Context: an optimization exercise on an open-source flow, tuned for small area. The choices shown serve that exercise and are no tape-out recipe. Function was checked by simulation only, so behaviour that the tests miss may differ from the original. Power and IR drop assume default switching activity.

## LMC
module LMC (reset_n, pclk, generation, data_valid, data, d_k_in, MUXSyncHeader, PIPEWIDTH, data_valid_out_1, data_valid_out_2, data_valid_out_3, data_valid_out_4, data_valid_out_5, data_valid_out_6, data_valid_out_7, data_valid_out_8, data_valid_out_9, data_valid_out_10, data_valid_out_11, data_valid_out_12, data_valid_out_13, data_valid_out_14, data_valid_out_15, data_valid_out_16, d_k_out_1, d_k_out_2, d_k_out_3, d_k_out_4, d_k_out_5, d_k_out_6, d_k_out_7, d_k_out_8, d_k_out_9, d_k_out_10, d_k_out_11, d_k_out_12, d_k_out_13, d_k_out_14, d_k_out_15, d_k_out_16, dataout_1, dataout_2, dataout_3, dataout_4, dataout_5, dataout_6, dataout_7, dataout_8, dataout_9, dataout_10, dataout_11, dataout_12, dataout_13, dataout_14, dataout_15, dataout_16, LMCSyncHeader_1, LMCSyncHeader_2, LMCSyncHeader_3, LMCSyncHeader_4, LMCSyncHeader_5, LMCSyncHeader_6, LMCSyncHeader_7, LMCSyncHeader_8, LMCSyncHeader_9, LMCSyncHeader_10, LMCSyncHeader_11, LMCSyncHeader_12, LMCSyncHeader_13, LMCSyncHeader_14, LMCSyncHeader_15, LMCSyncHeader_16);
For scale: ~580 flip-flops, about 1300 I/O pins.
export LEC_CHECK = 0
export CAP_MARGIN = 20
export CORE_AREA = 10 10 440 440
export DIE_AREA = 0 0 450 450
export SLEW_MARGIN = 20
export SYNTH_HIERARCHICAL = 1
create_clock -name core_clock -period 5.0 [get_ports {pclk}]
standard.sh (not shown) runs the stock make flow with config.mk's settings and CLKGATE_MAP_FILE= SYNTH_SCRIPT=/design/flow/synth_recipe.tcl, a recipe that flattens the netlist after the stock synthesis.
==> flow/flow/run.sh <==
#!/bin/bash
# Layout: the standard flow (standard synthesis included), with the smallest
# buffer on each port and a clock tree without dummy loads.
set -euo pipefail
export BUFFER_PORTS_ARGS="-buffer_cell sky130_fd_sc_hd__buf_1"
export CTS_ARGS="-sink_clustering_enable -repair_clock_nets -dont_use_dummy_load"
bash standard.sh > standard_flow.log 2>&1
Edit:
==> flow/flow/run.sh (replaced) <==
#!/bin/bash
# Layout: the standard flow (standard synthesis included), with the smallest
# buffer on each port and a clock tree of smaller buffers without dummy loads.
set -euo pipefail
export BUFFER_PORTS_ARGS="-buffer_cell sky130_fd_sc_hd__buf_1"
export CTS_ARGS="-sink_clustering_enable -repair_clock_nets -dont_use_dummy_load -sink_clustering_size 12 -sink_clustering_max_diameter 80 -buf_list {sky130_fd_sc_hd__clkbuf_8}"
bash standard.sh > standard_flow.log 2>&1
- CORE_AREA: 10 10 440 440 -> 5 5 375 375
- DIE_AREA: 0 0 450 450 -> 0 0 380 380
Effect:
- combinational power goes down by 8.4%
- clock power went down by 41%
- fmax is about the same
- worst hold slack improves by 0.031 ns
- design area falls by 5.6%
- setup slack loses 0.0041 ns
Edit:
==> flow/flow/run.sh (replaced) <==
#!/bin/bash
# Layout: the standard flow (standard synthesis included), with the smallest
# buffer on each port and a clock tree of smaller buffers without dummy loads.
set -euo pipefail
export BUFFER_PORTS_ARGS="-buffer_cell sky130_fd_sc_hd__buf_1"
export CTS_ARGS="-sink_clustering_enable -repair_clock_nets -dont_use_dummy_load -buf_list {sky130_fd_sc_hd__clkbuf_2 sky130_fd_sc_hd__clkbuf_4}"
bash standard.sh > standard_flow.log 2>&1
- CORE_AREA: 5 5 375 375 -> 10 10 440 440
- DIE_AREA: 0 0 380 380 -> 0 0 450 450
Register-to-register slack degrades by 0.22 ns. Via count rises by about a fifth. Global-route usage fell by 1.6 points. Maximum frequency fell by roughly a tenth. Die area grows by well over a third. Design area came out higher by a quarter to a third. First-iteration DRC count increases by about a fifth. Setup slack degrades by 0.42 ns. Hold slack is worse by 0.22 ns. Routed wire length is higher by a quarter to a third.

LMC, a different RTL version from the one above (not shown whole).
For scale: ~1800 cells after synthesis, ~1300 I/O pins, about 23000 um^2 of cells after synthesis.
## LMC
module LMC (reset_n, pclk, generation, data_valid, data, d_k_in, MUXSyncHeader, PIPEWIDTH, data_valid_out_1, data_valid_out_2, data_valid_out_3, data_valid_out_4, data_valid_out_5, data_valid_out_6, data_valid_out_7, data_valid_out_8, data_valid_out_9, data_valid_out_10, data_valid_out_11, data_valid_out_12, data_valid_out_13, data_valid_out_14, data_valid_out_15, data_valid_out_16, d_k_out_1, d_k_out_2, d_k_out_3, d_k_out_4, d_k_out_5, d_k_out_6, d_k_out_7, d_k_out_8, d_k_out_9, d_k_out_10, d_k_out_11, d_k_out_12, d_k_out_13, d_k_out_14, d_k_out_15, d_k_out_16, dataout_1, dataout_2, dataout_3, dataout_4, dataout_5, dataout_6, dataout_7, dataout_8, dataout_9, dataout_10, dataout_11, dataout_12, dataout_13, dataout_14, dataout_15, dataout_16, LMCSyncHeader_1, LMCSyncHeader_2, LMCSyncHeader_3, LMCSyncHeader_4, LMCSyncHeader_5, LMCSyncHeader_6, LMCSyncHeader_7, LMCSyncHeader_8, LMCSyncHeader_9, LMCSyncHeader_10, LMCSyncHeader_11, LMCSyncHeader_12, LMCSyncHeader_13, LMCSyncHeader_14, LMCSyncHeader_15, LMCSyncHeader_16);
input reset_n, pclk;
input [2:0] generation;
input [63:0] data_valid;
input [511:0] data;
input [63:0] d_k_in;
input MUXSyncHeader;
output data_valid_out_1, data_valid_out_2, data_valid_out_3, data_valid_out_4, data_valid_out_5, data_valid_out_6, data_valid_out_7, data_valid_out_8, data_valid_out_9, data_valid_out_10, data_valid_out_11, data_valid_out_12, data_valid_out_13, data_valid_out_14, data_valid_out_15, data_valid_out_16;
  ...
==> flow/config.mk <==
export PLATFORM = sky130hd
export DESIGN_NAME = LMC
export DESIGN_NICKNAME = LMC
export VERILOG_FILES = /design/flow/design.v
export SDC_FILE = /design/flow/constraint.sdc
export NUM_CORES = 4
export LEC_CHECK = 0
export CAP_MARGIN = 20
export CORE_AREA = 5 5 375 375
export DIE_AREA = 0 0 380 380
export PLACE_DENSITY = 0.3
export SLEW_MARGIN = 20
export SYNTH_HIERARCHICAL = 1
==> flow/constraint.sdc <==
create_clock -name core_clock -period 5.0 [get_ports {pclk}]
set_input_delay 1.0000 -clock core_clock [delete_from_list [all_inputs] [get_ports {pclk}]]
set_output_delay 1.0000 -clock core_clock [all_outputs]
set_load 0.01 [all_outputs]
==> flow/flow/run.sh <==
#!/bin/bash
# Layout: the standard flow (standard synthesis included), with the smallest
# buffer on each port and a clock tree of smaller buffers without dummy loads.
set -euo pipefail
export BUFFER_PORTS_ARGS="-buffer_cell sky130_fd_sc_hd__buf_1"
export CTS_ARGS="-sink_clustering_enable -repair_clock_nets -dont_use_dummy_load -sink_clustering_size 15 -sink_clustering_max_diameter 80 -buf_list {sky130_fd_sc_hd__clkbuf_8}"
bash standard.sh > standard_flow.log 2>&1
The baseline completed with no timing, DRC or antenna violations.
==> next run, changes <==
Settings changed: PLACE_DENSITY 0.3 to 0.75.
=> Design area increases by 0.62%. Total power decreases by 0.42%. Setup slack gets worse by 0.10 ns. Sequential power hardly moves. Fmax decreases by 2.5%. Routed wire length increases by 7.4%. Synthesized cell count does not change. Die area stays the same. Flip-flop and latch count stays the same. Worst hold slack is about the same. Combinational power increases by about 6%.

[separate check: timing with driven ports]
In the flow no input, the clock included, has a driving cell. The finished layouts below were timed again as built, in two steps. Step 1 sets driving cells, clkbuf_16 on the clock port and buf_2 on the other inputs (assumed; they add their load-dependent delay and slew). Step 2 times the ports against the registers' clock, not the clock port: input delays grow and output delays shrink by t, the midpoint of the rising clock arrivals with the driver on. Slacks: ideal / step 1 / step 2; pairs: ideal / step 1.
run | t (ns) | setup WS [ns] | worst setup path at the end | slew at the worst register clock pin (ns) | pins driven straight from the clock port
the first run of note 1 | 0.737 | 1.107 / 1.103 / 0.366 | input to register | 0.06 / 0.06 | 1
the second run of note 1 | 0.779 | 1.103 / 1.105 / 0.326 | input to register | 0.09 / 0.09 | 1
the third run of note 1 | 1.214 | 0.684 / 0.682 / -0.532 | input to register | 0.07 / 0.07 | 1
the first run of note 2 | 0.793 | 1.068 / 1.030 / 0.236 | input to register | 0.11 / 0.11 | 1
the second run of note 2 | 0.743 | 0.968 / 0.923 / 0.181 | input to register | 0.12 / 0.12 | 1
With both steps, setup timing fails in the third run of note 1, where it was met with ideal ports. For the third run of note 1, which loses most, drivers alone change the setup slack by -0.002 ns; drivers and shift together by -1.216 ns.
